What follows belongs to an exercise in optimizing a design on an open flow for small area and a short achievable clock period; a production flow would make more cautious choices. The RTL was checked by simulation tests, not by an equivalence proof against the original design.

==> try-yarrow <==
## RR_arbiter
module RR_arbiter(input clk, rst, input [15:0] req, output [15:0] gnt);
==> module rr_gnt_dec, before the edit <==
module rr_gnt_dec(input v, input [3:0] p, output [15:0] gnt);
  wire [3:0] lo_n = ~({4{v}} & (4'b0001 << p[1:0]));
  wire [3:0] hi_n = ~(4'b0001 << p[3:2]);
  genvar i;
  generate
    for (i = 0; i < 16; i = i + 1) begin : g
      assign gnt[i] = ~(hi_n[((i + 1) % 16) / 4] | lo_n[(i + 1) % 4]);
    end
  endgenerate
endmodule
==> module rr_next, before the edit <==
module rr_next(input [15:0] req, input [3:0] p, output [3:0] p_nxt);
  wire [15:0] hi = req & (16'hFFFF << p);
  function [3:0] lowest_plus1(input [15:0] x);
    integer i;
    begin
      lowest_plus1 = 4'd1;
      for (i = 15; i >= 0; i = i - 1)
        if (x[i]) lowest_plus1 = i + 1;
    end
  endfunction
  assign p_nxt = (|hi) ? lowest_plus1(hi) : (|req) ? lowest_plus1(req) : p;
endmodule
==> module RR_arbiter, before the edit <==
module RR_arbiter(input clk, rst, input [15:0] req, output [15:0] gnt);
  reg        v;
  reg  [3:0] p;
  wire [3:0] p_nxt;
  rr_gnt_dec u_dec (.v(v), .p(p), .gnt(gnt));
  rr_next    u_nxt (.req(req), .p(p), .p_nxt(p_nxt));
  always @(posedge clk or posedge rst) begin
    if (rst) begin
      v <= 1'b0;
      p <= 4'd0;
    end else begin
      v <= |req;
      p <= p_nxt;
    end
  end
endmodule
Settings: LEC_CHECK=0, ABC_AREA=1, CAP_MARGIN=20, CORE_AREA=2 2 60 60, DIE_AREA=0 0 62 62, SLEW_MARGIN=20, SYNTH_HIERARCHICAL=1, SYNTH_MINIMUM_KEEP_SIZE=0; clock period 10.0 ns.
standard.sh (not shown) runs the stock make flow with config.mk's settings and CLKGATE_MAP_FILE= SYNTH_SCRIPT=/design/flow/synth_recipe.tcl, a recipe that flattens the netlist after the stock synthesis.
==> flow/flow/run.sh <==
#!/bin/bash
# The standard layout, with the port buffers made from the smallest plain
# buffer instead of the one buffer_ports picks by default.
set -euo pipefail
export BUFFER_PORTS_ARGS="-buffer_cell sky130_fd_sc_hd__buf_1"
bash standard.sh > standard.log 2>&1
==> try-juniper (differences from try-yarrow) <==
==> flow/design.v (replaced) <==
module rr_gnt_dec(input v, input [3:0] w_n, output [15:0] gnt);
  wire [3:0] w    = ~w_n;
  wire [3:0] lo_n = ~({4{v}} & (4'b0001 << w[1:0]));
  wire [3:0] hi_n = ~(4'b0001 << w[3:2]);
  genvar i;
  generate
    for (i = 0; i < 16; i = i + 1) begin : g
      assign gnt[i] = ~(hi_n[i / 4] | lo_n[i % 4]);
    end
  endgenerate
endmodule
module rr_next(input [15:0] req, input [3:0] w_n, output [3:0] w_n_nxt, output any);
  wire [3:0]  w  = ~w_n;
  wire [15:0] hi = req & (16'hFFFE << w);
  function [3:0] lowest(input [15:0] x);
    integer i;
    begin
      lowest = 4'd0;
      for (i = 15; i >= 0; i = i - 1)
        if (x[i]) lowest = i;
    end
  endfunction
  assign any     = |req;
  assign w_n_nxt = ~((|hi) ? lowest(hi) : any ? lowest(req) : w);
endmodule
module RR_arbiter(input clk, rst, input [15:0] req, output [15:0] gnt);
  reg        v;
  reg  [3:0] w_n;
  wire [3:0] w_n_nxt;
  wire       any;
  rr_gnt_dec u_dec (.v(v), .w_n(w_n), .gnt(gnt));
  rr_next    u_nxt (.req(req), .w_n(w_n), .w_n_nxt(w_n_nxt), .any(any));
  always @(posedge clk or posedge rst) begin
    if (rst) begin
      v   <= 1'b0;
      w_n <= 4'd0;
    end else begin
      v   <= any;
      w_n <= w_n_nxt;
    end
  end
endmodule
==> flow/flow/run.sh (replaced) <==
#!/bin/bash
# The standard layout with two changes:
#  - synthesis maps the logic with the ABC script in flow/abc.script instead of
#    ORFS's abc_area.script (the registers and their names are untouched: they
#    are mapped before ABC runs);
#  - the port buffers are the smallest plain buffer, buf_1.
set -euo pipefail
W=$PWD
rm -rf "$W/scripts"
cp -r "$FLOW_HOME/scripts" "$W/scripts"
cp "$W/flow/abc.script" "$W/scripts/abc_area.script"
export BUFFER_PORTS_ARGS="-buffer_cell sky130_fd_sc_hd__buf_1"
SCRIPTS_DIR="$W/scripts" bash standard.sh synth > synth.log 2>&1
bash standard.sh > standard.log 2>&1
==> flow/flow/abc.script (new file) <==
strash
&get -n
&deepsyn -J 200 -S 5
&put
map -a
==> try-umber (differences from try-yarrow) <==
==> flow/design.v (replaced) <==
module rr_gnt_dec(input v, input [3:0] w_n, output [15:0] gnt);
  wire [3:0] w    = ~w_n;
  wire [3:0] lo_n = ~({4{v}} & (4'b0001 << w[1:0]));
  wire [3:0] hi_n = ~(4'b0001 << w[3:2]);
  genvar i;
  generate
    for (i = 0; i < 16; i = i + 1) begin : g
      assign gnt[i] = ~(hi_n[i / 4] | lo_n[i % 4]);
    end
  endgenerate
endmodule
module rr_next(input [15:0] req, input [3:0] w_n, output [3:0] w_n_nxt, output any);
  wire [3:0]  w  = ~w_n;
  wire [15:0] hi = req & (16'hFFFE << w);
  function [3:0] lowest(input [15:0] x);
    integer i;
    begin
      lowest = 4'd0;
      for (i = 15; i >= 0; i = i - 1)
        if (x[i]) lowest = i;
    end
  endfunction
  assign any     = |req;
  assign w_n_nxt = ~((|hi) ? lowest(hi) : any ? lowest(req) : w);
endmodule
module RR_arbiter(input clk, rst, input [15:0] req, output [15:0] gnt);
  reg        v;
  reg  [3:0] w_n;
  wire [3:0] w_n_nxt;
  wire       any;
  rr_gnt_dec u_dec (.v(v), .w_n(w_n), .gnt(gnt));
  rr_next    u_nxt (.req(req), .w_n(w_n), .w_n_nxt(w_n_nxt), .any(any));
  always @(posedge clk or posedge rst) begin
    if (rst) begin
      v   <= 1'b0;
      w_n <= 4'd0;
    end else begin
      v   <= any;
      w_n <= w_n_nxt;
    end
  end
endmodule
==> flow/flow/run.sh (replaced) <==
#!/bin/bash
# The standard layout with two changes:
#  - synthesis maps the logic with the ABC script in flow/abc.script instead of
#    ORFS's abc_area.script (the registers and their names are untouched: they
#    are mapped before ABC runs);
#  - the port buffers are the smallest plain buffer, buf_1.
set -euo pipefail
W=$PWD
rm -rf "$W/scripts"
cp -r "$FLOW_HOME/scripts" "$W/scripts"
cp "$W/flow/abc.script" "$W/scripts/abc_area.script"
export BUFFER_PORTS_ARGS="-buffer_cell sky130_fd_sc_hd__buf_1"
SCRIPTS_DIR="$W/scripts" bash standard.sh synth > synth.log 2>&1
bash standard.sh > standard.log 2>&1
==> flow/flow/abc.script (new file) <==
strash
&get -n
&deepsyn -J 200 -S 5
&put
map
==> try-garnet (differences from try-yarrow) <==
==> flow/flow/run.sh (replaced) <==
#!/bin/bash
set -euo pipefail
export BUFFER_PORTS_ARGS="-buffer_cell sky130_fd_sc_hd__buf_1"
export SETUP_SLACK_MARGIN=7.2
bash standard.sh > standard.log 2>&1
==> comparison <==
- Count of clock-buffer cells in the layout is the same in try-yarrow and try-garnet.
- In synthesized cell count, try-yarrow and try-garnet do not differ.
- Synthesized area: try-umber is larger than try-juniper (about 2.6%).
- The lowest cell count belongs to try-umber, the highest to try-garnet.
- Via count: try-juniper < try-umber < try-yarrow < try-garnet.
==> figures <==
metric                                                                try-garnet      try-yarrow         try-umber       try-juniper
Run status                                              timing/DRC/antenna clean  timing/DRC/antenna clean  timing/DRC/antenna clean  timing/DRC/antenna clean
Number of cells traversed by the worst register-to-register path              11              19                 9                 7
Met2 track utilization from global routing                                 27.8%           21.6%             18.6%             16.1%
Post-Route Hold Slack                                                   0.838 ns        0.753 ns          0.774 ns          0.786 ns
Avg Inst Size Synth                                                   4.98 sq um      4.98 sq um        5.58 sq um        5.40 sq um
Crit-path slowest cell                                                   dfrtp_2         dfrtp_1           dfrtp_1             or2_2
Endpoint of the worst-slack reg-to-reg timing path                p[0]$_DFF_PP0_  p[0]$_DFF_PP0_  w_n[0]$_DFF_PP0_  w_n[0]$_DFF_PP0_
Initial core utilization                                                   25.2%           25.2%             21.1%             20.5%
Most common cell after layout, fill and taps aside                       nand2_1         nand2_1             buf_1            nor2_1
Fraction of standard cell area in multi-input logic                        56.3%           58.0%             54.2%             53.3%
Post-CTS Setup Repair Bufs                                                     7               0                 0                 0
Ratio of routed vias to standard cells                                      4.55            4.53              4.69              4.55
Placement Setup Slack                                                    6.54 ns         6.46 ns           6.53 ns           6.36 ns
Met1 track demand over resource                                            18.9%           19.5%             17.1%             15.7%
Post-route worst setup slack                                             6.87 ns         6.71 ns           6.65 ns           6.62 ns

* * *

==> inputs of 05-21 <==
RR_arbiter, a different RTL version from the one above (not shown whole).
==> module RR_arbiter, before the edit <==
module RR_arbiter(input clk,rst,input [15:0] req,output [15:0] gnt);
 reg [15:0] gnt_d,gnt_nxt;
 reg [3:0]  RR_0 ;
 reg [3:0]  RR_1 ;
 reg [3:0]  RR_2 ;
 reg [3:0]  RR_3 ;
 reg [3:0]  RR_4 ;
 reg [3:0]  RR_5 ;
 reg [3:0]  RR_6 ;
 reg [3:0]  RR_7 ;
 reg [3:0]  RR_8 ;
 reg [3:0]  RR_9 ;
 reg [3:0]  RR_10;
 reg [3:0]  RR_11;
 reg [3:0]  RR_12;
 reg [3:0]  RR_13;
 reg [3:0]  RR_14;
 reg [3:0]  RR_15;
assign gnt = gnt_d;
 reg [3:0] req_vec_rr[0:15],req_vec_rr_d[0:15],gnt_won,gnt_last; 
 always@(posedge clk or posedge rst) begin 
   if(rst) begin
     gnt_d <= 0; 
     gnt_last <= 0;
   end else begin 
              gnt_d <= gnt_nxt;
              gnt_last <= (gnt_nxt==0) ? gnt_last : gnt_nxt;
            end
 end
always @(*) begin 
  gnt_nxt = 16'h0000;
  gnt_won = 4'b0000;
  case(1) 
   req[req_vec_rr[0]] : begin 
                          gnt_nxt[req_vec_rr[0]]=1'b1;
                          gnt_won = req_vec_rr[0];
                        end
   req[req_vec_rr[1]] : begin 
                          gnt_nxt[req_vec_rr[1]]=1'b1;
                          gnt_won = req_vec_rr[1];
                        end
   req[req_vec_rr[2]] : begin 
                          gnt_nxt[req_vec_rr[2]]=1'b1;
                          gnt_won = req_vec_rr[2];
                        end
   req[req_vec_rr[3]] : begin 
                          gnt_nxt[req_vec_rr[3]]=1'b1;
                          gnt_won = req_vec_rr[3];
                        end
   req[req_vec_rr[4]] : begin 
                          gnt_nxt[req_vec_rr[4]]=1'b1;
                          gnt_won = req_vec_rr[4];
                        end
   req[req_vec_rr[5]] : begin 
                        gnt_nxt[req_vec_rr[5]]=1'b1;
                          gnt_won = req_vec_rr[5];
                        end
   req[req_vec_rr[6]] : begin 
                        gnt_nxt[req_vec_rr[6]]=1'b1;
                          gnt_won = req_vec_rr[6];
                        end
   req[req_vec_rr[7]] : begin 
                        gnt_nxt[req_vec_rr[7]]=1'b1;
                          gnt_won = req_vec_rr[7];
                        end
   req[req_vec_rr[8]] : begin 
                        gnt_nxt[req_vec_rr[8]]=1'b1;
                          gnt_won = req_vec_rr[8];
                        end
   req[req_vec_rr[9]] : begin 
                        gnt_nxt[req_vec_rr[9]]=1'b1;
                          gnt_won = req_vec_rr[9];
                        end
   req[req_vec_rr[10]] : begin 
                        gnt_nxt[req_vec_rr[10]]=1'b1;
                          gnt_won = req_vec_rr[10];
                        end
   req[req_vec_rr[11]] : begin 
                        gnt_nxt[req_vec_rr[11]]=1'b1;
                          gnt_won = req_vec_rr[11];
                         end
   req[req_vec_rr[12]] : begin 
                         gnt_nxt[req_vec_rr[12]]=1'b1;
                          gnt_won = req_vec_rr[12];
                         end
   req[req_vec_rr[13]] : begin 
                         gnt_nxt[req_vec_rr[13]]=1'b1;
                          gnt_won = req_vec_rr[13];
                         end
   req[req_vec_rr[14]] : begin 
                         gnt_nxt[req_vec_rr[14]]=1'b1;
                          gnt_won = req_vec_rr[14];
                         end 
   req[req_vec_rr[15]] : begin 
                         gnt_nxt[req_vec_rr[15]]=1'b1;
                          gnt_won = req_vec_rr[15];
                         end
 endcase
end
always @(*) begin 
   for(integer i=0;i<16;i++) begin 
   req_vec_rr_d[i] = req_vec_rr[i];
   end
   if(gnt_nxt!=0) begin 
   req_vec_rr_d[0] = (gnt_won==15)?0:gnt_won+1;
   for(integer i=1;i<16;i++) begin 
   req_vec_rr_d[i] = (req_vec_rr_d[i-1]==15)?0:(req_vec_rr_d[i-1]+1);
   end
   end
end
 always @(posedge clk or posedge rst) begin
   if(rst) begin 
        for(integer i=0;i<16;i++) begin 
          req_vec_rr[i] <= i;   
        end
   end else begin 
        for(integer i=0;i<16;i++) begin 
             req_vec_rr[i] <= req_vec_rr_d[i]; 
        end
            end
 end
always @(*) begin 
 RR_0 =req_vec_rr[0];
 RR_1 =req_vec_rr[1];
 RR_2 =req_vec_rr[2];
 RR_3 =req_vec_rr[3];
 RR_4 =req_vec_rr[4];
 RR_5 =req_vec_rr[5];
 RR_6 =req_vec_rr[6];
 RR_7 =req_vec_rr[7];
 RR_8 =req_vec_rr[8];
 RR_9 =req_vec_rr[9];
 RR_10=req_vec_rr[10];
 RR_11=req_vec_rr[11];
 RR_12=req_vec_rr[12];
 RR_13=req_vec_rr[13];
 RR_14=req_vec_rr[14];
 RR_15=req_vec_rr[15];
 end
endmodule 
clock: 10.0 ns
lec_check: 0
cap_margin: 20
core_margin: 2
core_utilization: 40
slew_margin: 20
run.sh (not shown) runs the stock make flow with config.mk's settings and CLKGATE_MAP_FILE= SYNTH_SCRIPT=/design/flow/synth_recipe.tcl, a recipe that flattens the netlist after the stock synthesis.
Stock flow here: none of the scripts above is used.
==> 10-15: changes against 05-21 <==
==> flow/design.v (replaced) <==
module rr_gnt_dec(input v, input [3:0] w_n, output [15:0] gnt);
  wire [3:0] w    = ~w_n;
  wire [3:0] lo_n = ~({4{v}} & (4'b0001 << w[1:0]));
  wire [3:0] hi_n = ~(4'b0001 << w[3:2]);
  genvar i;
  generate
    for (i = 0; i < 16; i = i + 1) begin : g
      assign gnt[i] = ~(hi_n[i / 4] | lo_n[i % 4]);
    end
  endgenerate
endmodule
module rr_next(input [15:0] req, input [3:0] w_n, output [3:0] w_n_nxt, output any);
  wire [3:0]  w  = ~w_n;
  wire [15:0] hi = req & (16'hFFFE << w);
  function [3:0] lowest(input [15:0] x);
    integer i;
    begin
      lowest = 4'd0;
      for (i = 15; i >= 0; i = i - 1)
        if (x[i]) lowest = i;
    end
  endfunction
  assign any     = |req;
  assign w_n_nxt = ~((|hi) ? lowest(hi) : any ? lowest(req) : w);
endmodule
module RR_arbiter(input clk, rst, input [15:0] req, output [15:0] gnt);
  reg        v;
  reg  [3:0] w_n;
  wire [3:0] w_n_nxt;
  wire       any;
  rr_gnt_dec u_dec (.v(v), .w_n(w_n), .gnt(gnt));
  rr_next    u_nxt (.req(req), .w_n(w_n), .w_n_nxt(w_n_nxt), .any(any));
  always @(posedge clk or posedge rst) begin
    if (rst) begin
      v   <= 1'b0;
      w_n <= 4'd0;
    end else begin
      v   <= any;
      w_n <= w_n_nxt;
    end
  end
endmodule
==> flow/flow/run.sh (new file) <==
#!/bin/bash
# The standard layout with two changes:
#  - synthesis maps the logic with the ABC script in flow/abc.script instead of
#    ORFS's abc_area.script (the registers and their names are untouched: they
#    are mapped before ABC runs);
#  - the port buffers are the smallest plain buffer, buf_1.
set -euo pipefail
W=$PWD
rm -rf "$W/scripts"
cp -r "$FLOW_HOME/scripts" "$W/scripts"
cp "$W/flow/abc.script" "$W/scripts/abc_area.script"
export BUFFER_PORTS_ARGS="-buffer_cell sky130_fd_sc_hd__buf_1"
SCRIPTS_DIR="$W/scripts" bash standard.sh synth > synth.log 2>&1
bash standard.sh > standard.log 2>&1
==> flow/flow/abc.script (new file) <==
strash
&get -n
&deepsyn -J 200 -S 3
&put
map -a
topo
stime -c
upsize -c
dnsize -c
==> flow/standard.sh (new file) <==
#!/bin/bash
# synth_recipe.tcl (not shown) runs the flow's synth.tcl, then flattens the netlist and writes it again
# the make line also repeats each setting of config.mk as NAME=value (left out here)
make -C /OpenROAD-flow-scripts/flow DESIGN_CONFIG=/design/flow/config.mk WORK_HOME=/design/flow/orfs CLKGATE_MAP_FILE= SYNTH_SCRIPT=/design/flow/synth_recipe.tcl "${@:-finish}"
--- a/flow/config.mk
+++ b/flow/config.mk
@@ -6,6 +6,9 @@
 export NUM_CORES = 4
 export LEC_CHECK = 0
+export ABC_AREA = 1
 export CAP_MARGIN = 20
-export CORE_MARGIN = 2
-export CORE_UTILIZATION = 40
+export CORE_AREA = 2 2 60 60
+export DIE_AREA = 0 0 62 62
 export SLEW_MARGIN = 20
+export SYNTH_HIERARCHICAL = 1
+export SYNTH_MINIMUM_KEEP_SIZE = 0
removed: flow/run.sh
==> run notes <==
|  | 10-15 | 05-21 |
|---|---|---|
| Run status | complete, no violations | complete, no violations |
| R2R Path Start | w_n[2] | req_vec_rr[13][0] |
| Most repeated cell in the gate-level netlist after synthesis | sky130_fd_sc_hd__nor2_1 | sky130_fd_sc_hd__nand2_1 |
| Tcrit/Tclk final | 33.0% | 95.2% |
| Count of non-CTS inverters in the layout | 28 | 43 |
| Mux contribution to synthesized area | 0% | 13.2% |
| Crit Path Max Fanout | 4 | 7 |
| Die ar. | 3840 µm² | 25000 µm² |
| Wire per inst | 10.3 µm | 24.4 µm |
| Top cell type's share of synthesized area | 17.2% | 9.22% |
| Seq_cells | 5 | 54 |
| Slew at the pin with the worst max-slew slack | 0.402 ns | 1.10 ns |
| Number of gates on the worst path with buffers counted | 11 | 35 |

==> re-timing with driven ports <==
How much do the figures lean on ideal ports? The routed layouts below were timed once more, with nothing changed but the port constraints. Step 1 sets driving cells, clkbuf_16 on the clock port and buf_2 on the other inputs (assumed; they add their load-dependent delay and slew). Step 2 moves the port delays by t, midway between the first and last clock arrival at a register: inputs arrive t later, outputs are due t later. That takes back most of the time a late clock gives input paths. Slacks: ideal ports / drivers / drivers and shift; pairs: ideal ports / drivers.
run | shift t [ns] | setup slack, ns | worst setup path after step 2 | worst data-port slew with drivers (ns) | pins driven straight from the clock port
try-yarrow | 0.254 | 6.710 / 6.694 / 6.454 | input to register | 0.03 | 1
try-juniper | 0.256 | 6.618 / 6.619 / 6.363 | input to register | 0.04 | 1
try-umber | 0.254 | 6.648 / 6.632 / 6.500 | input to register | 0.03 | 1
try-garnet | 0.251 | 6.867 / 6.849 / 6.684 | input to register | 0.06 | 1
05-21 | 0.361 | 0.477 / 0.506 / 0.145 | input to register | 0.04 | 1
10-15 | 0.249 | 6.703 / 6.699 / 6.449 | input to register | 0.03 | 1
After both steps setup and hold are still met in every run listed. For 05-21, which loses most, drivers alone change the setup slack by +0.029 ns; drivers and shift together by -0.332 ns.
